Source: an optimization exercise on an open RTL-to-GDS flow (aim: small area and a short achievable clock period). Production flows keep margins and buffers that such runs may drop.
The RTL was checked by simulation tests, not by an equivalence proof against the original design.
No activity file was given, so power comes from the tool's default toggle rates.

$ cat flow/run.sh
#!/bin/bash
set -euo pipefail
WD=$PWD
export BUFFER_PORTS_ARGS="-buffer_cell sky130_fd_sc_hd__buf_1"
if [[ -f flow/abc.script ]]; then
  rm -rf "$WD/scripts_abc"
  cp -r "$FLOW_HOME/scripts" "$WD/scripts_abc"
  cp flow/abc.script "$WD/scripts_abc/abc_speed.script"
  bash standard.sh "SCRIPTS_DIR=$WD/scripts_abc" synth > synth_flow.log 2>&1
fi
bash standard.sh "BUFFER_PORTS_ARGS=$BUFFER_PORTS_ARGS" finish > standard_flow.log 2>&1
$ cat flow/abc.script
strash
dch
amap
topo
$ cat standard.sh
#!/bin/bash
# synth_recipe.tcl (not shown) runs the flow's synth.tcl, then flattens the netlist and writes it again
# the make line also repeats each setting of config.mk as NAME=value (left out here)
make -C /OpenROAD-flow-scripts/flow DESIGN_CONFIG=/design/flow/config.mk WORK_HOME=/design/flow/orfs CLKGATE_MAP_FILE= SYNTH_SCRIPT=/design/flow/synth_recipe.tcl "${@:-finish}"
$ cat config.mk
export PLATFORM = sky130hd
export DESIGN_NAME = TIMER_TOP
export DESIGN_NICKNAME = TIMER_TOP
export VERILOG_FILES = /design/flow/design.v
export SDC_FILE = /design/flow/constraint.sdc
export NUM_CORES = 4
export LEC_CHECK = 0
export CAP_MARGIN = 20
export CORE_MARGIN = 2
export CORE_UTILIZATION = 40
export CTS_BUF_LIST = sky130_fd_sc_hd__clkbuf_8
export SETUP_SLACK_MARGIN = 2.9
export SLEW_MARGIN = 20
$ cat constraint.sdc
create_clock -name core_clock -period 5.5 [get_ports {sys_clk}]
set_input_delay 1.1000 -clock core_clock [delete_from_list [all_inputs] [get_ports {sys_clk}]]
set_output_delay 1.1000 -clock core_clock [all_outputs]
set_load 0.01 [all_outputs]
$ cat design.v
module TIMER_TOP (
	input  wire        sys_clk,
	input  wire        sys_rst_n,
	input  wire        tim_psel,
	input  wire        tim_write,
	input  wire        tim_penable,
	input  wire [11:0] tim_paddr,
	input  wire [31:0] tim_pwdata,
	output wire [31:0] tim_prdata,
	input  wire [3:0]  tim_pstrb,
	output wire        tim_pready,
	output wire        tim_int,
	input  wire        dbg_mode
);
	reg apb_wait;    
	reg rdy_rd;      
	reg rdy_wr;      
	always @(posedge sys_clk or negedge sys_rst_n) begin
		if (~sys_rst_n) begin
			apb_wait <= 1'b0;
			rdy_rd   <= 1'b0;
			rdy_wr   <= 1'b0;
		end else begin
			apb_wait <= tim_psel & ~tim_penable;
			rdy_rd   <= apb_wait & ~tim_write;
			rdy_wr   <= apb_wait &  tim_write;
		end
	end
	assign tim_pready = rdy_rd | rdy_wr;
	reg sel_tcr, sel_tdr0, sel_tdr1, sel_tcmp0, sel_tcmp1, sel_tier, sel_tisr, sel_thcsr;
	wire addr_hi0 = (tim_paddr[11:5] == 7'd0) & (tim_paddr[1:0] == 2'd0);
	wire [31:0] wdata = tim_pwdata & {{8{tim_pstrb[3]}}, {8{tim_pstrb[2]}}, {8{tim_pstrb[1]}}, {8{tim_pstrb[0]}}};
	wire we_tcr   = rdy_wr & sel_tcr;
	wire we_tdr0  = rdy_wr & sel_tdr0;
	wire we_tdr1  = rdy_wr & sel_tdr1;
	wire we_tcmp0 = rdy_wr & sel_tcmp0;
	wire we_tcmp1 = rdy_wr & sel_tcmp1;
	wire we_tier  = rdy_wr & sel_tier;
	wire we_tisr  = rdy_wr & sel_tisr;
	wire we_thcsr = rdy_wr & sel_thcsr;
	reg       timer_en;
	reg       div_en;
	reg [3:0] div_val;
	wire tcr_same   = {wdata[11:8], wdata[1]} == {div_val, div_en};
	wire tcr_gt8    = wdata[11] & (|wdata[10:8]);
	wire tcr_en_we  = we_tcr & tcr_same;
	wire tcr_div_we = we_tcr & ~wdata[0] & ~timer_en & ~tcr_gt8;
	always @(posedge sys_clk or negedge sys_rst_n) begin
		if (~sys_rst_n) begin
			timer_en <= 1'b0;
		end else if (tcr_en_we) begin
			timer_en <= wdata[0];
		end
	end
	always @(posedge sys_clk or negedge sys_rst_n) begin
		if (~sys_rst_n) begin
			div_en   <= 1'b0;
			div_val  <= 4'd1;
		end else if (tcr_div_we) begin
			div_en   <= wdata[1];
			div_val  <= wdata[11:8];
		end
	end
	reg int_en, int_st, halt_req;
	wire halt_ack = halt_req & dbg_mode;
	always @(posedge sys_clk or negedge sys_rst_n) begin
		if (~sys_rst_n) begin
			int_en   <= 1'b0;
			halt_req <= 1'b0;
		end else begin
			if (we_tier)  int_en   <= wdata[0];
			if (we_thcsr) halt_req <= wdata[0];
		end
	end
	assign tim_int = int_st & int_en;
	reg [7:0] p;
	reg       p_tc;
	wire [7:1] p_ones;    
	assign p_ones[1] = p[1];
	genvar gi;
	generate
		for (gi = 2; gi < 8; gi = gi + 1) begin : g_pones
			assign p_ones[gi] = p_ones[gi-1] & p[gi];
		end
	endgenerate
	reg p_before_tc;      
	always @(*) begin
		case (div_val)
			4'd1: p_before_tc = ~p[0];
			4'd2: p_before_tc = ~p[0] & p_ones[1];
			4'd3: p_before_tc = ~p[0] & p_ones[2];
			4'd4: p_before_tc = ~p[0] & p_ones[3];
			4'd5: p_before_tc = ~p[0] & p_ones[4];
			4'd6: p_before_tc = ~p[0] & p_ones[5];
			4'd7: p_before_tc = ~p[0] & p_ones[6];
			4'd8: p_before_tc = ~p[0] & p_ones[7];
			default: p_before_tc = 1'b0;
		endcase
	end
	wire div_zero = (div_val == 4'd0);
	always @(posedge sys_clk) begin
		if (~timer_en) begin
			p    <= 8'd0;
			p_tc <= div_zero;
		end else if (~halt_ack) begin
			p    <= p_tc ? 8'd0 : p + 8'd1;
			p_tc <= p_tc ? div_zero : p_before_tc;
		end
	end
	wire cnt_en = timer_en & ~halt_ack & (~div_en | p_tc);
	always @(posedge sys_clk) begin
		sel_tcr   <= sel_tcr_d;
		sel_tdr0  <= sel_tdr0_d;
		sel_tdr1  <= sel_tdr1_d;
		sel_tcmp0 <= sel_tcmp0_d;
		sel_tcmp1 <= sel_tcmp1_d;
		sel_tier  <= sel_tier_d;
		sel_tisr  <= sel_tisr_d;
		sel_thcsr <= sel_thcsr_d;
	end
	reg timer_en_d;
	reg [31:0] cnt_lo, cnt_hi;
	wire clr = timer_en_d & ~timer_en;
	wire lo_ones = &cnt_lo;
	always @(posedge sys_clk) begin
		timer_en_d <= timer_en;
	end
	wire [63:0] cnt = {cnt_hi, cnt_lo};
	wire [63:0] ones_below;    
	wire [7:0]  blk_ones;      
	genvar bi, bk;
	generate
		for (bi = 0; bi < 8; bi = bi + 1) begin : g_blk
			assign blk_ones[bi] = &cnt[8*bi+7:8*bi];
			for (bk = 0; bk < 8; bk = bk + 1) begin : g_bit
				if (bi == 0 && bk == 0)
					assign ones_below[0] = 1'b1;
				else if (bk == 0)
					assign ones_below[8*bi] = &blk_ones[bi-1:0];
				else
					assign ones_below[8*bi+bk] = ones_below[8*bi] & (&cnt[8*bi+bk-1:8*bi]);
			end
		end
	endgenerate
	wire [63:0] cnt_inc = cnt ^ ({64{cnt_en}} & ones_below);
	always @(posedge sys_clk or negedge sys_rst_n) begin
		if (~sys_rst_n) begin
			cnt_lo <= 32'd0;
			cnt_hi <= 32'd0;
		end else if (clr) begin
			cnt_lo <= 32'd0;
			cnt_hi <= 32'd0;
		end else begin
			cnt_lo <= we_tdr0 ? wdata : cnt_inc[31:0];
			cnt_hi <= we_tdr1 ? wdata : cnt_inc[63:32];
		end
	end
	reg [31:0] tcmp0_n, tcmp1_n;
	always @(posedge sys_clk or negedge sys_rst_n) begin
		if (~sys_rst_n) begin
			tcmp0_n <= 32'h0;
			tcmp1_n <= 32'h0;
		end else begin
			if (we_tcmp0) tcmp0_n <= ~wdata;
			if (we_tcmp1) tcmp1_n <= ~wdata;
		end
	end
	wire [31:0] tcmp0 = ~tcmp0_n, tcmp1 = ~tcmp1_n;
	wire cmp = ({tcmp1, tcmp0} == {cnt_hi, cnt_lo});
	always @(posedge sys_clk or negedge sys_rst_n) begin
		if (~sys_rst_n) begin
			int_st <= 1'b0;
		end else if (we_tisr & wdata[0]) begin
			int_st <= 1'b0;
		end else if (int_en & cmp) begin
			int_st <= 1'b1;
		end
	end
	wire sel_tcr_d   = addr_hi0 & (tim_paddr[4:2] == 3'd0);
	wire sel_tdr0_d  = addr_hi0 & (tim_paddr[4:2] == 3'd1);
	wire sel_tdr1_d  = addr_hi0 & (tim_paddr[4:2] == 3'd2);
	wire sel_tcmp0_d = addr_hi0 & (tim_paddr[4:2] == 3'd3);
	wire sel_tcmp1_d = addr_hi0 & (tim_paddr[4:2] == 3'd4);
	wire sel_tier_d  = addr_hi0 & (tim_paddr[4:2] == 3'd5);
	wire sel_tisr_d  = addr_hi0 & (tim_paddr[4:2] == 3'd6);
	wire sel_thcsr_d = addr_hi0 & (tim_paddr[4:2] == 3'd7);
	wire int_st_nw   = int_st | (int_en & cmp);
	reg [31:0] rd_q;
	reg        rd_halt_q;
	always @(posedge sys_clk) begin
		rd_q <=
			  ({32{sel_tcr_d}}   & {20'd0, div_val, 6'd0, div_en, timer_en})
			| ({32{sel_tdr0_d}}  & cnt_inc[31:0])
			| ({32{sel_tdr1_d}}  & cnt_inc[63:32])
			| ({32{sel_tcmp0_d}} & ~tcmp0_n)
			| ({32{sel_tcmp1_d}} & ~tcmp1_n)
			| ({32{sel_tier_d}}  & {31'd0, int_en})
			| ({32{sel_tisr_d}}  & {31'd0, int_st_nw})
			| ({32{sel_thcsr_d}} & {31'd0, halt_req});
		rd_halt_q <= sel_thcsr_d & halt_req;
	end
	assign tim_prdata = {rd_q[31:2], rd_q[1] | (rd_halt_q & dbg_mode), rd_q[0]};
endmodule
==> notes.md, run 1 <==
- Setup violations remaining at the end of the flow were counted as 0.
- Derived from the worst setup path, the maximum achievable clock frequency is 290.2 MHz.
- The distinct cell type count of the synthesized netlist is 43.
- The number of synthesized flops with an enable pin is 1.
- The clock passes through at most 2 buffers.
- Pin placement for this block handled 88 I/O pins.
- For this block, wires on met1 add up to 13.67 mm.
- In this run the worst path has a maximum fanout of 2.
- Subtracting the final worst setup slack from the clock period gives 3.446 ns.
- Of all flip-flops after synthesis, the portion carrying an async set or reset was 73.30%.
- For this run, the number of standard cells in the final layout without fillers is 1486.
- The die extent in y is 154.7 um.
- The cell-internal power is 1984 uW.
- The area growth from synthesis to layout is 28.65%.
- The clock reaches the later pin of the worst-skew pair after 0.48 ns.
- The die width is 154.7 um.
- STA puts the critical path data arrival time at 3.81 ns.
- 0 antenna diodes ended up in the layout.
- The cell sitting at the root of the clock tree is a sky130_fd_sc_hd__clkbuf_8.
- The static power due to leakage is 0.004352 uW.
- Entering global routing, the biggest net connects 64 pins.
- The total of warnings raised by yosys is 1.
- For this run the aggregate overflow at the end of global routing stands at 0.
- For this design, the sink count on the clock tree is 191.
- During placement, the flow inserted port buffers numbering 87.
- The ratio of cells with drive above 1 in the final layout is 23.73%.
- The initial antenna violation count is 0.
- The share of total power dissipated in the clock network is 32.2%.
- For this run, the leading register cell type out of synthesis is sky130_fd_sc_hd__dfrtp_1.
- The layout net count is 1244.
- The area enclosed by the die boundary is 0.02393 mm2.
- The commonest cells after synthesis are sky130_fd_sc_hd__clkinv_1, sky130_fd_sc_hd__o22ai_1, sky130_fd_sc_hd__dfrtp_1.
- The netlist area before placement is 0.009082 mm2.
- STA classifies the critical path startpoint as a primary input.
- In the final routed layout, each cell accounts on average for 23.14 um.
- Clock-pin slew was measured on the worst setup and hold paths at 0.09 ns.
- The accumulated negative setup slack is 0 ns.
- STA classifies the critical path endpoint as a flip-flop.
- In this run, placement finished with an instance count of 1375.
- The placement-stage worst setup slack is 0.9514 ns.
- The area share of and/or/nand/nor cells after synthesis is 14.75%.
- Headroom to the max-slew limit came out at 38.62%.
- The flow ran to the end and the layout has no timing, DRC or antenna violations.
- Between clock sinks in the finished design, the worst skew comes to 0.01176 ns.
- The largest family of logic cells by synthesized area is compound AO/OA/AOI/OAI gates.
- Multiplexer cells account for 0% of the synthesized area.
- The switching power is 829.9 uW.
- The min-delay analysis places its worst path in the category reg2reg.
- The setup path with the least slack is of type in2reg.
- The via count of the first global-routing pass is 8868.
- The total wire length is 34.39 mm.
- The average instance in the mapped netlist occupies 8.896 um2.
- The number of detailed-route iterations in the first pass is 8.
- The worst flop-to-flop path startpoint is cnt_lo[9]$_DFF_PN0_.
- The area of the core is 0.02243 mm2.
- The estimated wirelength of the detail-placed design is 22.21 mm.
- The share of total power dissipated in sequential elements is 54.5%.
- The switching share of power is 29.50%.
- The standard-cell row count is 55.
- In this run, post-CTS hold repair placed 0 buffers.
- Routability-driven placement finished with a final weighted congestion of 1.005.
- The sum of met3 wire segment lengths after detailed routing is 3.108 mm.
- Power spread over the standard cell area amounts to 240.8 mW/mm2.
- The share of the Yosys chip area taken by registers is 49.94%.
- Setup repair after global routing could not meet its margin everywhere.
- Following the worst setup path forward leads to its endpoint at rd_q[21]$_DFF_P_.
- The share of the synthesized netlist area taken by xor and xnor gates is 0.09643%.
- Synthesis produced a netlist whose cell count is 1021.
- The end of the worst register-to-register path is rd_q[21]$_DFF_P_.
- The synthesized netlist devotes 26.26% of its cell area to compound gates.
- In the routed layout, each cell is associated on average with a via count of 6.244.
- The H-tree depth is 4.
- After filler insertion, the fill cell instance count of the layout stands at 2105.
- The final max-slew violation count came to 0.
- The largest total area in the synthesized netlist belongs to sky130_fd_sc_hd__dfrtp_1.
- The effective utilization at floorplan is 40.49%.
- The number of routed nets with antenna violations is 0.
- Across the run, the number of max-cap violations was 0.
- The most critical setup path has its startpoint at dbg_mode.
- Per report_power, the combinational group accounts for 13.3% of the total.
- The synthesized netlist devotes 0.2755% of its cell area to adder and majority cells.
- The first global-routing pass estimated 51.49 mm of wire.
- The uppermost metal layer occupied by signal nets is met4.
- TritonCTS built the clock tree.
- The total count of hold-check failures in the final report is 0.
- Sorting the synthesized cells by area gives the leading types as sky130_fd_sc_hd__dfrtp_1, sky130_fd_sc_hd__dfxtp_1, sky130_fd_sc_hd__o22ai_1.
- In this run the biggest area consumer among cell types represents 38.30% of the synthesized area.
- The number of vias in the routed layout is 9278.
- Setup slack on the critical path of the routed design comes to 2.054 ns.
- For the pin with the worst max-slew slack, the measured transition is 0.8975 ns.
- The number of cell instances on the worst register-to-register path is 21.
- The met2 wire length is 16.00 mm.
- The fraction of the cycle the final worst path needs is 62.66%.
- In the routed design, unresolved DRC markers number 0.
- For the worst setup path, the data required time is 5.87 ns.
- The synthesized netlist net count is 1077.
- Counting the buffers created by CTS gives 17.
- The maximum resistive drop on vdd is 0.1523 mV.
- The initial detailed-routing violation count is 1043.
- The register-to-register setup slack is 2.10 ns.
- The total global-route track usage is 28.55%.
- The number of register bits inferred by synthesis is 191.
-- metrics by stage --
step           total power [uW]  util, %  hold WS (ns)  area [um2]
2_1_floorplan              1738        -        0.3908        9303
3_3_place_gp               1867    43.93        0.3957        9854
3_5_place_dp               1869    43.93        0.4027        9854
4_1_cts                    2786    49.21        0.4153       11040
5_1_grt                    2923    52.09        0.4297       11690
6_report                   2813    52.09        0.4139       11690
-- power groups by stage --
stage                     Combinational, uW  Sequential, uW  Clock, uW
after floorplan                         209            1530          0
after global placement                  315            1550          0
after detailed placement                316            1550          0
after CTS                               342            1520        920
after global routing                    414            1540        971
final                                   375            1530        906
-- layout by cell type, fill, tap and decap left out, drive strengths merged, types with 20 or more instances in the layout --
| master | n |
|---|---|
| a21oi | 38 |
| a221oi | 27 |
| buf | 178 |
| clkbuf | 21 |
| clkinv | 135 |
| dfrtp | 139 |
| dfxtp | 50 |
| inv | 20 |
| nand2 | 56 |
| nor2 | 128 |
| nor2b | 28 |
| nor3 | 23 |
| o21ai | 53 |
| o22ai | 148 |
-- final cells by class --
cell class,instances,area [um2],area share (%)
multi-input cells,651,4586,39.24
flip-flops and latches,191,4538,38.84
repair buffers,179,1197,10.25
inverters,148,633.1,5.418
well taps,285,356.6,3.052
clock buffers,20,275.3,2.356
clock inverters,12,98.84,0.8459
-- worst max-delay path: stages --
cell and delay, ns:
sky130_fd_sc_hd__buf_12 0.12, sky130_fd_sc_hd__clkinv_16 0.04, sky130_fd_sc_hd__nor2_4 0.03, sky130_fd_sc_hd__nor3_4 0.21, sky130_fd_sc_hd__nand3_2 0.16, sky130_fd_sc_hd__buf_6 0.15, sky130_fd_sc_hd__buf_6 0.10, sky130_fd_sc_hd__buf_6 0.10
sky130_fd_sc_hd__buf_6 0.10, sky130_fd_sc_hd__buf_6 0.11, sky130_fd_sc_hd__buf_6 0.10, sky130_fd_sc_hd__buf_6 0.10, sky130_fd_sc_hd__buf_6 0.11, sky130_fd_sc_hd__nor2_4 0.14, sky130_fd_sc_hd__nand2_4 0.09, sky130_fd_sc_hd__nor2_4 0.14
sky130_fd_sc_hd__nand2_2 0.11, sky130_fd_sc_hd__nor2_4 0.14, sky130_fd_sc_hd__nand2_2 0.09, sky130_fd_sc_hd__nor2_4 0.12, sky130_fd_sc_hd__buf_6 0.11, sky130_fd_sc_hd__a21oi_2 0.03, sky130_fd_sc_hd__a221o_1 0.31
-- cells by family (layout without fill, tap and decap cells) --
kind of cell,Yosys count,count (layout)
AO/OA/AOI/OAI,356,356
XOR/XNOR,1,1
flip-flops,191,191
AND/OR/NAND/NOR,292,292
adder cells (fa/ha/maj),2,2
buffers and inverters,179,359
-- flip-flops by register name, summed over array words and instances (netlist names), 4 cells and up --
signal   flops
cnt_hi      32
tcmp0_n     32
tcmp1_n     32
div_val      4
cnt_lo      32
rd_q        32
p            8
-- metal layers --
layer	track usage, %	up-vias
li1	-	4127
met2	45.81	542
met5	0	-
met3	7.425	117
met4	12.65	0
met1	36.47	4492
-- what timing repair did --
item,CTS,global route
setup buffers,51,28
endpoints found under the setup margin,101,87
pin swaps,46,56
resized for setup,126,112
-- worst min path at each step --
stage | startpoint | to | depth (start not counted)
after floorplan | sel_tisr$_DFF_P_ | int_st$_DFFE_PN0P_ | 1
after global placement | sel_tisr$_DFF_P_ | int_st$_DFFE_PN0P_ | 1
after detailed placement | sel_tisr$_DFF_P_ | int_st$_DFFE_PN0P_ | 1
after CTS | sel_tisr$_DFF_P_ | int_st$_DFFE_PN0P_ | 1
after global routing | sel_tisr$_DFF_P_ | int_st$_DFFE_PN0P_ | 1
final | sel_tisr$_DFF_P_ | int_st$_DFFE_PN0P_ | 1
==> inputs of run 2 (changes only) <==
==> flow/abc.script (replaced) <==
&get -n
&st
&dch
&nf
&put
==> run 2 against run 1 <==
  * Still clean on timing, DRC and antenna
  * Sequential power decreased by 7%
  * Routed wire length decreased by 12%
  * Via count decreased by 8.2%
  * Maximum frequency increased by 34%
  * Combinational power decreased by 68%
  * Critical path type is now in2out
==> notes.md, run 2 <==
- At the end of the flow, the number of nets in the layout was 1185.
- The register-to-register setup slack is 2.95 ns.
- The pre-antenna-repair detailed-routing pass consisted of 5 iterations.
- No sink is reached through more buffers than the 2 on the longest clock path.
- The number of buffers and inverters on the critical path is 2.
- The die is 157.4 um tall.
- Setup repair after global routing could not meet its margin everywhere.
- The final weighted congestion in routability-driven placement is 0.8891.
- The required time of the critical path is 4.40 ns.
- The placed cell count is 1415.
- Setup violations remaining at the end of the flow were counted as 0.
- The fraction of the cycle the final worst path needs is 46.89%.
- The initial antenna violation count is 1.
- The maximum resistive drop on vdd is 0.1444 mV.
- The largest stage delay on the critical path is 0.14 ns.
- The initial detailed-routing violation count is 606.
- The critical path in this run is classified as in2out.
- The achievable frequency is 387.8 MHz.
- At the pin with the least slew margin, the transition time is 1.038 ns.
- Counting the buffers created by CTS gives 17.
- Detailed routing inserted a total of 8513 vias.
- In the post-synthesis netlist, the cell with the most instances is sky130_fd_sc_hd__dfrtp_1.
- The main flop type after synthesis is sky130_fd_sc_hd__dfrtp_1.
- The number of cells on the worst reg-to-reg path is 7.
- The later pin in the worst-skew pair is clocked with a latency of 0.48 ns.
- Summed over its instances, the top area cell type makes up 36.95% of the synthesized netlist area.
- The count of clock tree sinks is 191.
- 88 I/O pins were placed.
- The die is 157.4 um wide.
- In this run the critical register-to-register path is launched from cnt_lo[1]$_DFF_PN0_.
- The total count of hold-check failures in the final report is 0.
- Hold repair after CTS inserted 0 buffers.
- Data arrives at the worst endpoint at 1.48 ns.
- TritonCTS built the clock tree.
- The most frequent standard cell in the layout excluding fill and tap cells is sky130_fd_sc_hd__dfrtp_1.
- STA classifies the critical path endpoint as an output port.
- Summing the sequential cell areas from Yosys gives 48.19% of the chip area.
- The count of placed standard cells in the final layout, fillers left out is 1461.
- Port buffering added 87 buffers.
- By area the synthesized netlist is led by sky130_fd_sc_hd__dfrtp_1, sky130_fd_sc_hd__dfxtp_1, sky130_fd_sc_hd__a21oi_1.
- The ratio of cells with drive above 1 in the final layout is 8.056%.
- The number of synthesized flops with an enable pin is 1.
- The area growth from synthesis to layout is 13.69%.
- The standard-cell row count is 56.
- In this run the number of H-tree levels came out at 4.
- Cells fill 46.00% of the core in the end.
- The first global-routing pass estimated 47.33 mm of wire.
- The wire length per cell after detailed routing is 20.67 um.
- The library cells used most frequently in the layout, excluding fill and tap cells, are sky130_fd_sc_hd__dfrtp_1, sky130_fd_sc_hd__nor2_1, sky130_fd_sc_hd__a21oi_1, sky130_fd_sc_hd__buf_1, sky130_fd_sc_hd__o21ai_0.
- The area enclosed by the die boundary is 0.02477 mm2.
- Averaged over all synthesized cells, the footprint is 9.165 um2.
- Global routing finished with a remaining overflow of 0.
- Dividing the detail-routed via count by the number of cells gives 5.827.
- Counting flops and latches in the post-synthesis netlist gives 191.
- The slowest library cell on the worst path is sky130_fd_sc_hd__a21o_1.
- After synthesis, the netlist uses 44 different library cells.
- The via count of the first global-routing pass is 8320.
- The root buffer cell chosen for the clock tree is sky130_fd_sc_hd__clkbuf_8.
- The worst setup path is launched from a primary input.
- For this run, the number of Yosys warnings is 1.
- The instance area at placement is 0.01008 mm2.
- The max-capacitance violation count is 0.
- By count the netlist is led by sky130_fd_sc_hd__dfrtp_1, sky130_fd_sc_hd__nor2_1, sky130_fd_sc_hd__a21oi_1.
- The clock-pin slew on the worst setup and hold paths is 0.10 ns.
- The headroom to the max-slew limit is 30.19%.
- The finished layout cell area is 0.01070 mm2.
- The cell depth of the worst setup path is 3.
- In this design, the largest share of critical-path delay is due to buffers and inverters.
- The largest total area in the synthesized netlist belongs to sky130_fd_sc_hd__dfrtp_1.
- The static power due to leakage is 0.003990 uW.
- The number of fill cells in the layout is 2346.
- The worst hold-check path type is reg2reg.
- For the final database, setup skew stands at 0.02548 ns.
- In this run the critical register-to-register path is captured at rd_q[11]$_DFF_P_.
- For this run, the total global-route usage over all layers was measured as 24.95%.
- Of all nets on the critical path, the largest fanout is 4.
- Summed over all nets, the half-perimeter wirelength after detailed placement is 19.92 mm.
- The synthesized netlist occupies a cell area of 0.009413 mm2.
- The final max-slew violation count was 0.
- The destination of the critical timing path is tim_prdata[1].
- The power per standard cell area is 226.5 mW/mm2.
- The flow ran to the end and the layout has no timing, DRC or antenna violations.
- The accumulated negative setup slack is 0 ns.
- The start point of the critical path is dbg_mode.
- On the final layout, the worst hold slack is 0.4270 ns.
- The number of nets handed over by synthesis was 1083.
- For this run, design rule violations remaining after detail routing come to 0.
- In the synthesized netlist the async set-or-reset flop fraction comes to 73.30%.
- The maximum number of pins on one net before global-route repair is 67.
- The core region is 0.02326 mm2.
- The effective utilization at floorplan is 40.46%.
- The worst path needs 2.579 ns of the cycle, external delays included.
- After detailed routing, the total wire length is 30.20 mm.
- The critical path goes through buf_6 -> a21o_1 -> buf_2.
- The synthesized netlist cell count is 1027.
- The number of routed nets with antenna violations is 0.
- The number of antenna diodes in the final layout is 0.
[run 2: changes by cell type in the layout (fill, tap and decap cells not counted), sizes merged, moves of 22 or more]
cell / before / now
a21oi: 38 / 112
a221oi: 27 / 1
a31oi: 6 / 65
buf: 178 / 112
clkinv: 135 / 20
nand4: 14 / 41
nor2b: 28 / 6
o22ai: 148 / 24
xnor2: 1 / 38
xor2: 0 / 53
[run 2: layout make-up]
class                      count  area, um2  share of cell area (%)
clock buffer                  19      261.5                   2.444
clock inverter                13      90.09                  0.8418
inverter                      15      73.82                  0.6898
multi-input combinational    791       4792                   44.78
sequential                   191       4538                   42.41
tap                          319      399.1                   3.730
timing repair buffer         113      546.8                   5.109
[run 2: worst register-to-register path: stages (launching register included)]
cell,delay (ns)
sky130_fd_sc_hd__dfrtp_1,0.49
sky130_fd_sc_hd__nand4_1,0.25
sky130_fd_sc_hd__nor4_2,0.47
sky130_fd_sc_hd__nand3_1,0.31
sky130_fd_sc_hd__nor2_2,0.27
sky130_fd_sc_hd__nand4_1,0.14
sky130_fd_sc_hd__xor2_1,0.18
sky130_fd_sc_hd__o221ai_1,0.32
[run 2: worst min-delay path by stage]
| stage | startpoint | end | slack [ns] | cells after the start |
|---|---|---|---|---|
| after detailed placement | sel_tisr$_DFF_P_ | int_st$_DFFE_PN0P_ | 0.42 | 1 |
| after CTS | sel_tisr$_DFF_P_ | int_st$_DFFE_PN0P_ | 0.43 | 1 |
| after global routing | sel_tisr$_DFF_P_ | int_st$_DFFE_PN0P_ | 0.46 | 1 |
| after global placement | sel_tisr$_DFF_P_ | int_st$_DFFE_PN0P_ | 0.42 | 1 |
| after floorplan | sel_tisr$_DFF_P_ | int_st$_DFFE_PN0P_ | 0.40 | 1 |
| final | sel_tisr$_DFF_P_ | int_st$_DFFE_PN0P_ | 0.43 | 1 |
[run 2: power breakdown]
part           leakage [uW]  switching (uW)  internal [uW]
combinational       0.00184            82.7           37.9
sequential          0.00196            21.2           1410
clock              0.000186             532            339
[run 2: timing repair]
item,4_1_cts,5_1_grt
setup endpoints to repair,52,35
cloned,1,0
resized for setup,16,12
setup buffers,4,8
pin swaps,3,9
[run 2: logic make-up (layout without fill, tap and decap cells)]
logic type                 after synthesis  after routing  share of synthesized area (%)
adders and majority gates                2              2                         0.2658
and+or+nand+nor                        348            349                          17.52
buffers and inverters                   46            160                          3.071
xor gates and xnor gates                91             91                          8.467
muxes                                    2              2                         0.2392
DFF                                    191            191                          48.19
AOI/OAI and AO/OA                      347            347                          22.25
[run 2: stage by stage]
stage / setup slack (ns) / power, uW
after global placement: 2.285 / 1577
final: 2.921 / 2424
after floorplan: 2.901 / 1495
after global routing: 2.777 / 2516
after detailed placement: 2.263 / 1578
after CTS: 2.893 / 2438
[run 2: per-layer routing]
metal | track usage (%) | wire length, um | vias up
met5 | 0 | 13 | -
met4 | 9.610 | 957 | 2
met3 | 4.460 | 1581 | 61
met2 | 40.24 | 14070 | 284
met1 | 33.40 | 13580 | 4154
li1 | - | - | 4012
==> inputs of run 3 (changes only) <==
==> flow/run.sh (replaced) <==
#!/bin/bash
set -euo pipefail
WD=$PWD
CLUSTER=$(cat flow/cts_cluster_size 2>/dev/null || echo 30)
export BUFFER_PORTS_ARGS="-buffer_cell sky130_fd_sc_hd__buf_1"
export CTS_ARGS="-sink_clustering_enable -repair_clock_nets -buf_list sky130_fd_sc_hd__clkbuf_8 -dont_use_dummy_load -sink_clustering_size $CLUSTER"
if [[ -f flow/abc.script ]]; then
  rm -rf "$WD/scripts_abc"
  cp -r "$FLOW_HOME/scripts" "$WD/scripts_abc"
  cp flow/abc.script "$WD/scripts_abc/abc_speed.script"
  bash standard.sh "SCRIPTS_DIR=$WD/scripts_abc" synth > synth_flow.log 2>&1
fi
bash standard.sh "BUFFER_PORTS_ARGS=$BUFFER_PORTS_ARGS" "CTS_ARGS=$CTS_ARGS" finish > standard_flow.log 2>&1
==> flow/cts_cluster_size (new file) <==
45
--- a/config.mk
+++ b/config.mk
@@ -8,6 +8,5 @@
 export CAP_MARGIN = 20
 export CORE_MARGIN = 2
 export CORE_UTILIZATION = 40
-export CTS_BUF_LIST = sky130_fd_sc_hd__clkbuf_8
 export SETUP_SLACK_MARGIN = 2.9
 export SLEW_MARGIN = 20
==> run 3 against run 2 <==
  * Final cell count shrank 1.0%
  * Non-clock buffer count unchanged
  * Routed wire length down 0.29%
  * Area after synthesis is the same
  * Global-route usage is 0.053 points lower
  * Largest power group unchanged
==> notes.md, run 3 <==
- The die extent in y is 157.4 um.
- In the final timing run, aggregate negative setup slack is 0 ns.
- The library cells used most frequently in the layout, excluding fill and tap cells, are sky130_fd_sc_hd__nor2_1, sky130_fd_sc_hd__dfrtp_1, sky130_fd_sc_hd__a21oi_1, sky130_fd_sc_hd__buf_1, sky130_fd_sc_hd__o21ai_0.
- The most instantiated library cell after synthesis is sky130_fd_sc_hd__dfrtp_1.
- The tree is rooted in a sky130_fd_sc_hd__clkbuf_8.
- After detailed routing, the number of remaining DRC violations is 0.
- The wire length per cell after detailed routing is 20.82 um.
- The number of nets in the synthesized netlist is 1083.
- The synthesized netlist devotes 8.467% of its cell area to XOR and XNOR gates.
- Clock skew on the completed layout was measured at 0.03879 ns.
- Once the floorplan was initialized, standard cells occupied 40.46% of the core.
- The area enclosed by the die boundary is 0.02477 mm2.
- The max-capacitance violation count is 0.
- The count of input and output buffers is 87.
- Dividing the final minimum period by the clock period gives 46.89%.
- The headroom to the max-slew limit is 30.46%.
- The largest individual stage delay along the critical path comes from the cell sky130_fd_sc_hd__a21o_1.
- The final critical delay including setup and external delays is 2.579 ns.
- Walking the worst path, the cells encountered are buf_6 -> a21o_1 -> buf_2.
- The final layout contains 1185 nets.
- The worst hold slack across all endpoints is 0.4305 ns.
- Counting flops with a built-in enable in the synthesized netlist gives 1.
- The kind of critical path is in2out.
- After global routing the overflow that remains totals 0.
- At the pin with the least slew margin, the transition time is 1.034 ns.
- The detail route stage leaves a number of antenna-violating nets equal to 0.
- The estimated wirelength of the detail-placed design is 19.92 mm.
- Sequential cells account for 62.8% of the total power.
- The number of clock buffers inserted by TritonCTS is 17.
- Net switching is 24.44% of the power.
- The synthesized area per cell is 9.165 um2.
- The flow ran to the end and the layout has no timing, DRC or antenna violations.
- The first detailed-routing pass took 6 iterations.
- Of the total synthesized cell area, the portion taken by full adders, half adders and majority gates is 0.2659%.
- The die width is 157.4 um.
- The switching power is 557.6 uW.
- The H-tree generated during clock tree synthesis spans 4 levels.
- The area share of and/or/nand/nor cells after synthesis is 17.52%.
- The area fraction of the dominant cell type after synthesis is 36.95%.
- The top cell type by total area after synthesis is sky130_fd_sc_hd__dfrtp_1.
- The distinct cell type count of the synthesized netlist is 44.
- The number of register bits inferred by synthesis is 191.
- The initial antenna violation count is 1.
- In the synthesized netlist the dominant register cell turns out to be sky130_fd_sc_hd__dfrtp_1.
- The share of synthesized registers carrying an async set or reset is 73.30%.
- The largest fanout of any net on the critical path is 4.
- Across the VDD grid, the largest voltage drop is 0.1115 mV.
- Across every metal layer, demand over resource in global routing totals 24.90%.
- Counting both buffers and inverters, the worst setup path holds a total of 2.
- The mapped netlist covers 0.009413 mm2.
- The finished cells cover 0.01062 mm2.
- The later-pin clock latency in the skew report is 0.48 ns.
- The proportion of power drawn by combinational gates is 5.3%.
- The final route contains 8409 vias.
- For this run, the slowest stage of the critical path takes 0.14 ns.
- For this run, the number of Yosys warnings is 1.
- Compared with the post-synthesis result, the final layout area differs by 12.77%.
- By count the netlist is led by sky130_fd_sc_hd__dfrtp_1, sky130_fd_sc_hd__nor2_1, sky130_fd_sc_hd__a21oi_1.
- The instance area at placement is 0.01008 mm2.
- The kind of end point of the critical path is an output port.
- The maximum clock path buffer count is 2.
- For this design the top-level I/O count stands at 88.
- The required time of the critical path is 4.40 ns.
- The data arrival time of the worst path is 1.48 ns.
- The floorplan has 56 rows.
- TritonCTS built the clock tree.
- The part of the Yosys area used for sequential elements is 48.19%.
- After clock tree synthesis, the clock-pin slew on the worst setup and hold paths is 0.09 ns.
- The synthesized netlist devotes 22.25% of its cell area to compound gates.
- The count of clock tree sinks is 191.
- The internal portion of the total power is 1724 uW.
- The total wire length is 30.11 mm.
- The via count of the first global-routing pass is 8288.
- Setup violations remaining at the end of the flow were counted as 0.
- Multiplexer cells account for 0.2393% of the synthesized area.
- The final max-slew violation count came to 0.
- Power spread over the standard cell area amounts to 214.9 mW/mm2.
- STA classifies the critical path startpoint as a primary input.
- The part of the power in the clock network is 31.9%.
- The worst hold-check path type is reg2reg.
- The total count of hold-check failures in the final report is 0.
- The cell family contributing the most delay on the critical path is buffers and inverters.
- In the post-synthesis netlist, the biggest area contributors are sky130_fd_sc_hd__dfrtp_1, sky130_fd_sc_hd__dfxtp_1, sky130_fd_sc_hd__a21oi_1.
- In this run, the number of DRC markers left after iteration 0 of detailed routing was 717.
- The ratio of cells with drive above 1 in the final layout is 7.098%.
- The synthesized netlist cell count is 1027.
- Entering global routing, the biggest net connects 67 pins.
- The number of hold buffers added after CTS is 0.
- The largest family of logic cells by synthesized area is compound AO/OA/AOI/OAI gates.
- The area of the core is 0.02326 mm2.
- The repair_antennas step left the layout with diodes totalling 0.
- For this run, the top clock speed supported by timing is 387.8 MHz.
- The first global-routing pass estimated 47.15 mm of wire.
- The static power due to leakage is 0.003991 uW.
- The final weighted congestion in routability-driven placement is 0.8891.
- The vias per cell is 5.815.
- Setup repair after global routing could not meet its margin everywhere.
run 3: changes by cell type in the layout (fill, tap and decap cells not counted), sizes merged:
| cell | change |
|---|---|
| clkinv | -5 |
| clkinvlp | -2 |
| inv | -6 |
| clkbuf | -2 |
run 3: per-layer routing:
layer / GRT usage (%) / up-vias / wire length (um)
li1: - / 3992 / -
met3: 4.598 / 57 / 1890
met1: 33.19 / 4025 / 13170
met2: 40.42 / 333 / 14100
met5: 0 / - / 13
met4: 9.134 / 2 / 940
run 3: logic make-up (layout without fill, tap and decap cells):
family          count (synthesis)  after routing
simple gates                  348            349
compound gates                347            347
flops                         191            191
xor+xnor                       91             91
buf+inv                        46            145
fa+ha+maj                       2              2
mux                             2              2
run 3: metrics by stage:
step / setup WS [ns] / std cells / util [%] / total power [uW]
final: 2.921 / 1446 / 45.63 / 2281
after floorplan: 2.901 / 1027 / - / 1495
after global routing: 2.804 / 1446 / 45.63 / 2368
after CTS: 2.891 / 1437 / 44.87 / 2290
after detailed placement: 2.263 / 1415 / 43.35 / 1578
after global placement: 2.285 / 1415 / 43.35 / 1577
run 3: worst paths after layout:
kind                            cells past startpoint           startpoint  slack (ns)                 endpoint
max in group asynchronous                           2            sys_rst_n        3.94     cnt_lo[10]$_DFF_PN0_
worst max-delay path                                3             dbg_mode        2.92            tim_prdata[1]
worst min register to register                      1     sel_tisr$_DFF_P_        0.43       int_st$_DFFE_PN0P_
worst max register to register                      8  cnt_lo[1]$_DFF_PN0_        3.01     cnt_hi[21]$_DFF_PN0_
worst min-delay path                                1     sel_tisr$_DFF_P_        0.43       int_st$_DFFE_PN0P_
min in group asynchronous                           1            sys_rst_n        0.61  tcmp0_n[16]$_DFFE_PN0P_
run 3: power groups by stage:
stage	logic, uW	clock network [uW]	registers (uW)
global route	134	799	1440
CTS	119	739	1430
floorplan	39.9	0	1450
finish	120	728	1430
detailed placement	117	0	1460
global placement	117	0	1460
run 3: final cells by class:
type                       count  area, um2
fill                        2352      12650
multi-input combinational    791       4822
sequential                   191       4539
timing repair buffer         113      546.8
tap                          319      399.1
clock buffer                  17      234.0
inverter                      15      73.82
run 3: repair_timing:
item                       4_1_cts  5_1_grt
resized for setup               16       17
setup endpoints to repair       56       38
pin swaps                        3       10
gates cloned                     1        0
buffers inserted                 4        8
==> inputs of run 4 (changes only) <==
==> flow/cts_cluster_size (replaced) <==
30
==> run 4 against run 3 <==
  * Final cell count did not move
  * Still clean
  * Combinational power barely moved
  * Synthesized cell count did not move
==> notes.md, run 4 <==
- The first detailed-routing pass took 6 iterations.
- The worst clock skew on the final layout is 0.03879 ns.
- The die extent in y is 157.4 um.
- The internal power of the cells totals 1724 uW.
- The wire length of the first global-routing pass is 47.15 mm.
- The most instantiated library cell after synthesis is sky130_fd_sc_hd__dfrtp_1.
- The startpoint of the worst hold path is sel_tisr$_DFF_P_.
- The maximum number of pins on one net before global-route repair is 67.
- The total DRC errors in the routed layout is 0.
- The register-to-register setup slack is 3.01 ns.
- The headroom to the max-slew limit is 30.46%.
- For this run, the leading register cell type out of synthesis is sky130_fd_sc_hd__dfrtp_1.
- In the final layout, the share of cells above drive strength 1 is 7.098%.
- The total global-route track usage is 24.90%.
- Once detail routing completed, the nets flagged for antenna violations numbered 0.
- Setup violations remaining at the end of the flow were counted as 0.
- In this run the critical register-to-register path is launched from cnt_lo[1]$_DFF_PN0_.
- In the synthesized netlist, the cells that appear most often are sky130_fd_sc_hd__dfrtp_1, sky130_fd_sc_hd__nor2_1, sky130_fd_sc_hd__a21oi_1.
- The worst register-to-register path ends at cnt_hi[21]$_DFF_PN0_.
- The number of nets in the synthesized netlist is 1083.
- In this run the worst path has a maximum fanout of 4.
- Net switching is 24.44% of the power.
- The capture endpoint of the worst hold path is int_st$_DFFE_PN0P_.
- For this design the static power due to leakage is 0.003991 uW.
- The effective utilization at floorplan is 40.46%.
- The clock-pin slew on the worst setup and hold paths is 0.09 ns.
- 0 antenna diodes ended up in the layout.
- The critical path goes through buf_6 -> a21o_1 -> buf_2.
- The initial antenna violation count is 1.
- Registers are responsible for 62.8% of the overall power.
- In the synthesized netlist the async set-or-reset flop fraction comes to 73.30%.
- Clock tree synthesis selected as its root buffer the cell sky130_fd_sc_hd__clkbuf_8.
- The share of total power dissipated in combinational logic is 5.3%.
- The synthesized area per cell is 9.165 um2.
- After routing, the total negative slack on setup checks comes to 0 ns.
- In the final routed layout, each cell accounts on average for 20.82 um.
- Based on the critical path, the design can be clocked at up to 387.8 MHz.
- The data arrival time of the worst path is 1.48 ns.
- The area of the core is 0.02326 mm2.
- The H-tree depth is 4.
- Power spread over the standard cell area amounts to 214.9 mW/mm2.
- Yosys mapped a number of flops with a built-in enable equal to 1.
- The number of cell instances on the worst register-to-register path is 8.
- The via count of the first global-routing pass came to 8288.
- The worst hold path belongs to the class reg2reg.
- STA classifies the critical path endpoint as an output port.
- Setup repair after global routing could not meet its margin everywhere.
- The total count of hold-check failures in the final report came to 0.
- The synthesized netlist cell count is 1027.
- The sum of internal, switching and leakage power is 2281 uW.
- The library cells used most frequently in the layout, excluding fill and tap cells, are sky130_fd_sc_hd__nor2_1, sky130_fd_sc_hd__dfrtp_1, sky130_fd_sc_hd__a21oi_1, sky130_fd_sc_hd__buf_1, sky130_fd_sc_hd__o21ai_0.
- Along the worst hold path, the cell count comes to 1.
- The clock network accounts for 31.9% of the total power.
- The final critical path takes up 46.89% of the cycle.
- At the pin with the least slew margin, the transition time is 1.034 ns.
- The largest stage delay on the critical path is 0.14 ns.
- The final critical delay including setup and external delays is 2.579 ns.
- Once routing completed, OpenROAD measured the worst setup slack at 2.921 ns.
- Routability-driven placement finished with a final weighted congestion of 0.8891.
- The final max-slew violation count is 0.
- Synthesis inferred 191 register bits.
- The switching power is 557.6 uW.
- The total overflow left after global routing is 0.
- In this run the deepest clock path goes through 2 buffers.
- Sorting the synthesized cells by area gives the leading types as sky130_fd_sc_hd__dfrtp_1, sky130_fd_sc_hd__dfxtp_1, sky130_fd_sc_hd__a21oi_1.
- The largest individual stage delay along the critical path comes from the cell sky130_fd_sc_hd__a21o_1.
- The die width is 157.4 um.
- The placement-stage worst setup slack is 2.263 ns.
- The clock net in this run drives a total of 191 sinks.
- The netlist area before placement is 0.009413 mm2.
- Of the synthesized area, sequential elements account for 48.19%.
- The largest total area in the synthesized netlist belongs to sky130_fd_sc_hd__dfrtp_1.
- The instance area at placement is 0.01008 mm2.
- For the worst-skew pair, the clock arrives at the later sink with an insertion delay of 0.48 ns.
- The number of clock buffers inserted by TritonCTS is 17.
- The critical path startpoint category is a primary input.
- The max-capacitance violation count is 0.
- The standard-cell row count is 56.
- The area fraction of the dominant cell type after synthesis is 36.95%.
- The die covers 0.02477 mm2.
- The routed layout has 8409 vias.
- The vias per cell is 5.815.
- The layout net count is 1185.
- From synthesis to final layout, the design area changed by 12.77%.
- The initial detailed-routing violation count is 717.
- The HPWL after detailed placement is 19.92 mm.
- Counting distinct cell types in the post-synthesis netlist gives 44.
- The worst-case IR drop observed on VDD is 0.1115 mV.
- Summing all non-filler instances in the final layout gives an area of 0.01062 mm2.
- The count of input and output buffers is 87.
- The routed design has 30.11 mm of wire.
- The run finished with no timing, DRC or antenna violations.
- For the worst setup path, the data required time is 4.40 ns.
- Final hold analysis gives a worst-case slack of 0.4305 ns.
- The total of warnings raised by yosys is 1.
- The critical path in this run is classified as in2out.
- For this design the top-level I/O count stands at 88.
- The TritonCTS clock tree is done.
-- run 4: worst max-delay path by stage --
stage,startpoint,to,slack [ns],cells after the start
finish,dbg_mode,tim_prdata[1],2.92,3
global route,cnt_lo[1]$_DFF_PN0_,cnt_hi[21]$_DFF_PN0_,2.80,8
CTS,cnt_lo[24]$_DFF_PN0_,rd_q[14]$_DFF_P_,2.89,6
detailed placement,dbg_mode,cnt_hi[31]$_DFF_PN0_,2.26,9
global placement,dbg_mode,cnt_hi[31]$_DFF_PN0_,2.28,9
floorplan,dbg_mode,cnt_lo[12]$_DFF_PN0_,2.90,7
-- run 4: logic make-up (layout without fill, tap and decap cells) --
group,count (synthesis),in the layout,share of synthesized area [%]
simple gates,348,349,17.52
compound gates,347,347,22.25
flops,191,191,48.19
xor+xnor,91,91,8.467
buf+inv,46,145,3.071
fa+ha+maj,2,2,0.2658
mux,2,2,0.2392
-- run 4: final cells by class --
| class | instances | area [um2] |
|---|---|---|
| clock buffers | 17 | 234.0 |
| multi-input cells | 791 | 4822 |
| inverters | 15 | 73.82 |
| fillers | 2352 | 12650 |
| repair buffers | 113 | 546.8 |
| well taps | 319 | 399.1 |
| flip-flops and latches | 191 | 4539 |
-- run 4: timing repair --
action,CTS,global route
setup buffers,4,8
hold buffers,0,0
gates cloned,1,0
resized for setup,16,17
pin swaps,3,10
setup endpoints to repair,56,38
-- run 4: routing by layer --
layer / part of all wire [%] / up-vias / track usage [%]
met5: 0.043 / - / 0
met1: 44 / 4025 / 33.19
met3: 6.3 / 57 / 4.598
met2: 47 / 333 / 40.42
met4: 3.1 / 2 / 9.134
li1: - / 3992 / -
-- run 4: critical path: cells and delay by family --
kind | cells | cell delay, ns
buffers and inverters | 2 | 0.23
AO/OA/AOI/OAI | 1 | 0.14
-- run 4: stage by stage --
step                std cells  utilization [%]
floorplan                1027                -
global placement         1415            43.35
detailed placement       1415            43.35
CTS                      1437            44.87
global route             1446            45.63
finish                   1446            45.63
-- run 4: power by group through the flow --
| stage | Combinational (uW) | Sequential [uW] | Clock [uW] |
|---|---|---|---|
| 2_1_floorplan | 39.9 | 1450 | 0 |
| 3_3_place_gp | 117 | 1460 | 0 |
| 3_5_place_dp | 117 | 1460 | 0 |
| 4_1_cts | 119 | 1430 | 739 |
| 5_1_grt | 134 | 1440 | 799 |
| 6_report | 120 | 1430 | 728 |
==> inputs of run 5 (changes only) <==
--- a/flow/run.sh
+++ b/flow/run.sh
@@ -2,8 +2,9 @@
 set -euo pipefail
 WD=$PWD
 CLUSTER=$(cat flow/cts_cluster_size 2>/dev/null || echo 30)
+CTS_EXTRA=$(cat flow/cts_extra 2>/dev/null || true)
 export BUFFER_PORTS_ARGS="-buffer_cell sky130_fd_sc_hd__buf_1"
-export CTS_ARGS="-sink_clustering_enable -repair_clock_nets -buf_list sky130_fd_sc_hd__clkbuf_8 -dont_use_dummy_load -sink_clustering_size $CLUSTER"
+export CTS_ARGS="-sink_clustering_enable -repair_clock_nets -buf_list sky130_fd_sc_hd__clkbuf_8 -dont_use_dummy_load -sink_clustering_size $CLUSTER $CTS_EXTRA"
 if [[ -f flow/abc.script ]]; then
   rm -rf "$WD/scripts_abc"
   cp -r "$FLOW_HOME/scripts" "$WD/scripts_abc"
==> flow/cts_extra (new file) <==
-sink_buffer_max_cap_derate 0.2
==> run 5 against run 4 <==
  * Final cell count unchanged
  * Sequential cell count unchanged
  * Setup slack unchanged
  * Critical endpoint unchanged
  * Largest cell class unchanged
==> notes.md, run 5 <==
- The final weighted congestion in routability-driven placement is 0.8891.
- The first detailed-routing pass took 6 iterations.
- In the detailed route, the total length drawn on met3 is 1.890 mm.
- After synthesis the netlist holds a flip-flop and latch count of 191.
- The analysis attributes to cell leakage a power of 0.003991 uW.
- The slowest library cell on the worst path is sky130_fd_sc_hd__a21o_1.
- The via count of the first global-routing pass is 8288.
- Dividing the detail-routed wire length by the instance count gives 20.82 um.
- The switching share of power is 24.44%.
- STA puts the critical path data arrival time at 1.48 ns.
- Counting every net in the synthesized netlist gives 1083.
- The top cell type by total area after synthesis is sky130_fd_sc_hd__dfrtp_1.
- After synthesis, the share of flip-flops with an asynchronous set or reset is 73.30%.
- The initial antenna violation count is 1.
- Across all hold checks on the routed design, the worst slack comes to 0.4305 ns.
- The kind of cell adding the most delay to the critical path is buffers and inverters.
- Summing the sequential cell areas from Yosys gives 48.19% of the chip area.
- The largest stage delay on the critical path is 0.14 ns.
- The TritonCTS clock tree is done.
- The signal on the critical path passes through buf_6 -> a21o_1 -> buf_2.
- The number of fill cells in the layout is 2352.
- The area enclosed by the die boundary is 0.02477 mm2.
- The largest fanout of any net on the critical path is 4.
- Setup slack on the worst reg-to-reg path comes out at 3.01 ns.
- Subtracting the final worst setup slack from the clock period gives 2.579 ns.
- The number of clock buffers inserted by TritonCTS is 17.
- The run finished with no timing, DRC or antenna violations.
- The effective utilization at floorplan is 40.46%.
- For this design the top-level I/O count stands at 88.
- The total of warnings raised by yosys is 1.
- Setup violations remaining at the end of the flow were counted as 0.
- The share of the synthesized netlist area taken by xor and xnor gates is 8.467%.
- Dividing the synthesized area by the synthesized cell count gives 9.165 um2.
- Multiplexer cells account for 0.2393% of the synthesized area.
- The required time of the critical path is 4.40 ns.
- The path with the worst hold slack has its endpoint at int_st$_DFFE_PN0P_.
- Of the cells placed in the final design, the portion with a size suffix greater than 1 is 7.098%.
- The analysis attributes to net switching a power of 557.6 uW.
- The final max-slew violation count was 0.
- Measured against its own limit, the worst slew margin works out to 30.46%.
- The initial detailed-routing violation count is 717.
- Synthesis produced 1027 cells.
- Per report_power, the sequential group accounts for 62.8% of the total.
- STA classifies the critical path endpoint as an output port.
- Routed signal wires occupy layers up through met5.
- The largest family of logic cells by synthesized area is compound AO/OA/AOI/OAI gates.
- The H-tree depth is 4.
- Across the whole layout, storage elements account for 0.004539 mm2.
- The die is 157.4 um wide.
- The worst flop-to-flop path startpoint is cnt_lo[1]$_DFF_PN0_.
- Along the worst hold path, the cell count comes to 1.
- The wire length of the first global-routing pass is 47.15 mm.
- The path class of the tightest hold or removal check is reg2reg.
- Ranked by instance count, the synthesized netlist is headed by sky130_fd_sc_hd__dfrtp_1, sky130_fd_sc_hd__nor2_1, sky130_fd_sc_hd__a21oi_1.
- The post-synthesis compound-gate area fraction is 22.25%.
- After detailed routing, the number of vias per cell comes to 5.815.
- For this run, the top clock speed supported by timing is 387.8 MHz.
- The layout net count is 1185.
- The total count of hold-check failures in the final report is 0.
- The routed layout has 8409 vias.
- Yosys mapped a number of flops with a built-in enable equal to 1.
- The count of input and output buffers is 87.
- Ranked by total cell area, the synthesized netlist is headed by sky130_fd_sc_hd__dfrtp_1, sky130_fd_sc_hd__dfxtp_1, sky130_fd_sc_hd__a21oi_1.
- The worst clock skew on the final layout is 0.03879 ns.
- The total DRC errors in the routed layout is 0.
- Entering global routing, the biggest net connects 67 pins.
- Setup repair after global routing could not meet its margin everywhere.
- At the pin with the least slew margin, the transition time is 1.034 ns.
- The worst hold path begins at sel_tisr$_DFF_P_.
- The max-capacitance violation count is 0.
- After layout, the worst path uses 46.89% of the clock period.
- The kind of critical path is in2out.
- The maximum resistive drop on vdd is 0.1115 mV.
- The sum of routed wire segments on met1 is 13.17 mm.
- Clock-pin slew was measured on the worst setup and hold paths at 0.09 ns.
- Of the total synthesized cell area, the portion taken by full adders, half adders and majority gates is 0.2659%.
- The later-pin clock latency in the skew report is 0.48 ns.
- The cell sitting at the root of the clock tree is a sky130_fd_sc_hd__clkbuf_8.
- The clock drives 191 sinks.
- The area fraction of the dominant cell type after synthesis is 36.95%.
- The most instantiated library cell after synthesis is sky130_fd_sc_hd__dfrtp_1.
- The area growth from synthesis to layout is 12.77%.
- 0 antenna diodes ended up in the layout.
- The routed design has 30.11 mm of wire.
- In the layout the commonest cells are sky130_fd_sc_hd__nor2_1, sky130_fd_sc_hd__dfrtp_1, sky130_fd_sc_hd__a21oi_1, sky130_fd_sc_hd__buf_1, sky130_fd_sc_hd__o21ai_0.
- The critical path startpoint category is a primary input.
- The die extent in y is 157.4 um.
- The end of the worst register-to-register path is cnt_hi[21]$_DFF_PN0_.
- In this run the power density over the cells is 214.9 mW/mm2.
- Summing all multi-input logic gate instances after layout gives 0.004822 mm2.
- The main flop type after synthesis is sky130_fd_sc_hd__dfrtp_1.
- The share of total power dissipated in combinational logic is 5.3%.
- Global routing used 24.90% of the available tracks.
- The number of buffers and inverters on the critical path is 2.
- The estimated wirelength of the detail-placed design is 19.92 mm.
- Counting cells, the worst reg-to-reg path comes to 8.
- The floorplan has 56 rows.
- Of the total synthesized cell area, the portion taken by AND, OR, NAND and NOR gates is 17.52%.
- The part of the power in the clock network is 31.9%.
- In this run, distinct cell masters in the synthesized netlist total 44.
- The maximum clock path buffer count is 2.
- The number of routed nets with antenna violations is 0.
- Global routing finished with a remaining overflow of 0.
- The accumulated negative setup slack is 0 ns.
- The met2 wire length is 14.10 mm.
- The mapped netlist covers 0.009413 mm2.
- The core region is 0.02326 mm2.
- Internal power comes to 1724 uW.
## run 5: cell counts in the layout (fill, tap and decap cells not counted)
Identical to the previous run, type by type.
## run 5: layer usage
metal | global-route usage (%) | vias to the layer above
li1 | - | 3992
met1 | 33.19 | 4025
met2 | 40.42 | 333
met3 | 4.598 | 57
met4 | 9.134 | 2
met5 | 0 | -
## run 5: through the flow
stage	util, %	worst slack (ns)	total power (uW)	area, um2	instances
global route	45.63	2.804	2368	10620	1446
floorplan	-	2.901	1495	9482	1027
finish	45.63	2.921	2281	10620	1446
global placement	43.35	2.285	1577	10080	1415
detailed placement	43.35	2.263	1578	10080	1415
CTS	44.87	2.891	2290	10440	1437
## run 5: cell type report
class | instances | area share (%)
repair buffers | 113 | 5.151
multi-input cells | 791 | 45.43
well taps | 319 | 3.760
clock buffers | 17 | 2.204
flip-flops and latches | 191 | 42.76
inverters | 15 | 0.6954
## run 5: cells by family after synthesis
logic type      after synthesis
simple gates                348
compound gates              347
flops                       191
xor+xnor                     91
buf+inv                      46
mux                           2
fa+ha+maj                     2
## run 5: worst max path at each step
stage                                    start                   end  slack (ns)  cells after the start
after floorplan                       dbg_mode  cnt_lo[12]$_DFF_PN0_        2.90                      7
after global placement                dbg_mode  cnt_hi[31]$_DFF_PN0_        2.28                      9
after detailed placement              dbg_mode  cnt_hi[31]$_DFF_PN0_        2.26                      9
after CTS                 cnt_lo[24]$_DFF_PN0_      rd_q[14]$_DFF_P_        2.89                      6
after global routing       cnt_lo[1]$_DFF_PN0_  cnt_hi[21]$_DFF_PN0_        2.80                      8
final                                 dbg_mode         tim_prdata[1]        2.92                      3
## run 5: worst register-to-register path, delay by kind of cell (launching register included)
kind	cells	cell delay, ns
AO/OA/AOI/OAI	1	0.12
XOR/XNOR	1	0.26
buffers and inverters	1	0.26
flip-flops	1	0.48
AND/OR/NAND/NOR	5	1.31
## run 5: power groups by stage
stage / Clock [uW] / Combinational [uW] / Sequential, uW
global route: 799 / 134 / 1440
floorplan: 0 / 39.9 / 1450
finish: 728 / 120 / 1430
CTS: 739 / 119 / 1430
detailed placement: 0 / 117 / 1460
global placement: 0 / 117 / 1460
## run 5: what timing repair did
action,in CTS,in global routing
resized for setup,16,17
gates cloned,1,0
setup endpoints to repair,56,38
pin swaps,3,10
hold buffers,0,0
buffers inserted,4,8
==> inputs of run 6 (changes only) <==
==> flow/cts_extra (replaced) <==
-sink_buffer_max_cap_derate 0.05
==> run 6 against run 5 <==
  * Clock skew stayed put
  * Area after synthesis stayed put
  * Via count stayed put
  * Non-clock buffer count stayed put
  * Synthesized cell count stayed put
  * Clock power hardly changed
  * Count of clock-buffer cells in the layout stayed put
  * Cell area stayed put
  * Hold slack stayed put
  * First-iteration DRC count stayed put
  * Critical endpoint unchanged
==> notes.md, run 6 <==
- The TritonCTS clock tree is done.
- In this run the most critical hold path is launched from sel_tisr$_DFF_P_.
- After global routing the overflow that remains totals 0.
- The synthesized netlist net count is 1083.
- The HPWL after detailed placement is 19.92 mm.
- The largest fanout of any net on the critical path is 4.
- The clock net in this run drives a total of 191 sinks.
- The cell-internal power is 1724 uW.
- Ranked by total cell area, the synthesized netlist is headed by sky130_fd_sc_hd__dfrtp_1, sky130_fd_sc_hd__dfxtp_1, sky130_fd_sc_hd__a21oi_1.
- The initial detailed-routing violation count is 717.
- The ratio of cells with drive above 1 in the final layout is 7.098%.
- After synthesis the cells add up to 0.009413 mm2.
- Yosys mapped the design onto 44 distinct sky130hd cell types.
- The root buffer cell chosen for the clock tree is sky130_fd_sc_hd__clkbuf_8.
- The number of fill cells in the layout is 2352.
- The congestion estimate from routability-driven global placement came to 0.8891.
- The required time of the critical path is 4.40 ns.
- The main flop type after synthesis is sky130_fd_sc_hd__dfrtp_1.
- The top cell type by total area after synthesis is sky130_fd_sc_hd__dfrtp_1.
- The instance area at placement is 0.01008 mm2.
- The maximum resistive drop on vdd is 0.1115 mV.
- The wire length of the first global-routing pass is 47.15 mm.
- By area, the combinational part of the netlist is dominated by compound AO/OA/AOI/OAI gates.
- For this run, the number of Yosys warnings is 1.
- The final max-slew violation count is 0.
- The multiplexer area fraction after synthesis is 0.2393%.
- The worst flop-to-flop path startpoint is cnt_lo[1]$_DFF_PN0_.
- The clock-pin slew on the worst setup and hold paths is 0.09 ns.
- The share of power burned in registers is 62.8%.
- The share of the synthesized netlist area taken by xor and xnor gates is 8.467%.
- The final critical delay including setup and external delays is 2.579 ns.
- The floorplan has 56 rows.
- For this block, the routed nets add up to 30.11 mm of wire.
- The clock reaches the later pin of the worst-skew pair after 0.48 ns.
- The finished layout cell area is 0.01062 mm2.
- The number of register bits inferred by synthesis is 191.
- STA classifies the critical path startpoint as a primary input.
- The switching share of power is 24.44%.
- The part of the Yosys area used for sequential elements is 48.19%.
- The wire length per cell after detailed routing is 20.82 um.
- Leaving out fill and tap cells, the most frequent cells in the layout are sky130_fd_sc_hd__nor2_1, sky130_fd_sc_hd__dfrtp_1, sky130_fd_sc_hd__a21oi_1, sky130_fd_sc_hd__buf_1, sky130_fd_sc_hd__o21ai_0.
- The power per standard cell area is 214.9 mW/mm2.
- The first TritonRoute pass finished after 6 iterations.
- The count of input and output buffers is 87.
- The layout net count is 1185.
- For this design the static power due to leakage is 0.003991 uW.
- The via count of the first global-routing pass is 8288.
- The die width is 157.4 um.
- The kind of critical path is in2out.
- The data arrival time of the worst path is 1.48 ns.
- The number of clock buffers inserted by TritonCTS is 17.
- The worst pin sits at a relative slew slack of 30.46%.
- The synthesized netlist devotes 0.2659% of its cell area to adder and majority cells.
- Of the available clock period, the critical path in the final layout requires 46.89%.
- The share of synthesized registers carrying an async set or reset is 73.30%.
- In this run the remaining antenna-violating nets after routing total 0.
- The total count of hold-check failures in the final report is 0.
- The flow ran to the end and the layout has no timing, DRC or antenna violations.
- The total DRC errors in the routed layout is 0.
- The synthesized netlist devotes 17.52% of its cell area to simple gates.
- By count the netlist is led by sky130_fd_sc_hd__dfrtp_1, sky130_fd_sc_hd__nor2_1, sky130_fd_sc_hd__a21oi_1.
- Derived from the worst setup path, the maximum achievable clock frequency is 387.8 MHz.
- Setup repair after global routing could not meet its margin everywhere.
- The count of inserted antenna diode cells is 0.
- From synthesis to final layout, the design area changed by 12.77%.
- The maximum number of pins on one net before global-route repair is 67.
- In this run the worst setup path begins at dbg_mode.
- The switching power is 557.6 uW.
- The maximum clock path buffer count is 2.
- The post-synthesis compound-gate area fraction is 22.25%.
- Among all cell types in the netlist, the one instantiated most often is sky130_fd_sc_hd__dfrtp_1.
- After synthesis, the largest area contributor takes up 36.95% of total cell area.
- From bottom edge to top edge, the die measures 157.4 um.
- The synthesized netlist cell count is 1027.
- The proportion of power drawn by combinational gates is 5.3%.
- The worst clock skew on the final layout is 0.03879 ns.
- The number of cells on the worst hold path is 1.
- The sequential cell area is 0.004539 mm2.
- Summed over all failing endpoints, the final setup total negative slack is 0 ns.
- The sum of internal, switching and leakage power is 2281 uW.
- The initial antenna violation count was 1.
- The number of synthesized flops with an enable pin is 1.
- Across all layers, the routed design uses 8409 vias.
- The area of the core is 0.02326 mm2.
- The number of cell instances on the worst register-to-register path is 8.
- The number of failing setup endpoints in the final timing report is 0.
- In the global route stage, overall resource usage came out at 24.90%.
- The worst setup path is captured at an output port.
- The vias per cell is 5.815.
- Of the total power, the clock network draws 31.9%.
- The worst hold slack across all endpoints is 0.4305 ns.
- The total area of multi-input combinational cells is 0.004822 mm2.
- The min-delay analysis places its worst path in the category reg2reg.
- The initial utilization of the core area, before any placement, comes to 40.46%.
- The die covers 0.02477 mm2.
- In this run the number of H-tree levels came out at 4.
- The synthesized area per cell is 9.165 um2.
- At the pin with the least slew margin, the transition time is 1.034 ns.
- The max-capacitance violation count is 0.
- The top-level port count is 88.
run 6: repair_timing:
item / 4_1_cts / 5_1_grt
hold endpoints to repair: 0 / 0
pin swaps: 3 / 10
hold buffers: 0 / 0
setup endpoints to repair: 56 / 38
setup buffers: 4 / 8
resized for setup: 16 / 17
gates cloned: 1 / 0
run 6: through the flow:
stage	instances	util, %	worst slack (ns)
floorplan	1027	-	2.901
global placement	1415	43.35	2.285
detailed placement	1415	43.35	2.263
CTS	1437	44.87	2.891
global route	1446	45.63	2.804
finish	1446	45.63	2.921
run 6: final timing paths:
check	end	slack (ns)
worst max-delay path	tim_prdata[1]	2.92
worst min-delay path	int_st$_DFFE_PN0P_	0.43
worst max register to register	cnt_hi[21]$_DFF_PN0_	3.01
worst min register to register	int_st$_DFFE_PN0P_	0.43
max in group asynchronous	cnt_lo[10]$_DFF_PN0_	3.94
min in group asynchronous	tcmp0_n[16]$_DFFE_PN0P_	0.61
run 6: final cells by class:
class | count | share of cell area, %
Clock buffer | 17 | 2.204
Tap cell | 319 | 3.760
Timing Repair Buffer | 113 | 5.151
Multi-Input combinational cell | 791 | 45.43
Sequential cell | 191 | 42.76
Inverter | 15 | 0.6954
run 6: power by group through the flow:
stage | registers, uW | logic (uW) | clock network [uW]
5_1_grt | 1440 | 134 | 799
3_5_place_dp | 1460 | 117 | 0
4_1_cts | 1430 | 119 | 739
2_1_floorplan | 1450 | 39.9 | 0
6_report | 1430 | 120 | 728
3_3_place_gp | 1460 | 117 | 0
run 6: cells by family (layout without fill, tap and decap cells):
kind of cell	count (synthesis)	in the layout
AO/OA/AOI/OAI	347	347
multiplexers	2	2
AND/OR/NAND/NOR	348	349
adder cells (fa/ha/maj)	2	2
buffers and inverters	46	145
XOR/XNOR	91	91
flip-flops	191	191
run 6: layer usage:
| metal | track usage (%) | vias to the layer above | share of wire [%] |
|---|---|---|---|
| li1 | - | 3992 | - |
| met1 | 33.19 | 4025 | 44 |
| met2 | 40.42 | 333 | 47 |
| met3 | 4.598 | 57 | 6.3 |
| met4 | 9.134 | 2 | 3.1 |
| met5 | 0 | - | 0.043 |
run 6: critical path: stages:
cell                     delay [ns]
sky130_fd_sc_hd__buf_6         0.10
sky130_fd_sc_hd__a21o_1        0.14
sky130_fd_sc_hd__buf_2         0.13

## re-timing with driven ports
The results above use ideal ports. As a check the final layouts listed here were re-extracted and re-timed, cells and wires unchanged.
Step 1 sets driving cells, clkbuf_16 on the clock port and buf_2 on the other inputs (assumed; they add their load-dependent delay and slew).
Step 2 adds t to the input delays and takes it off the output delays; t is the mean of the earliest and latest rising clock arrival at the registers after step 1. Input paths then give back, and output paths get back, about the clock's delay inside the block.
Slacks: no drivers / after step 1 / after step 2; pairs: no drivers / after step 1.
run	t, ns	setup WS [ns]	worst data-port slew with drivers (ns)
run 1	0.518	2.054 / 2.050 / 1.532	0.06
run 2	0.514	2.921 / 2.883 / 2.420	0.05
run 3	0.504	2.921 / 2.883 / 2.494	0.06
run 4	0.504	2.921 / 2.883 / 2.494	0.06
run 5	0.504	2.921 / 2.883 / 2.494	0.06
run 6	0.504	2.921 / 2.883 / 2.494	0.06
After both steps every run listed still meets setup and hold. For run 1, which loses most, drivers alone change the setup slack by -0.004 ns; drivers and shift together by -0.522 ns.
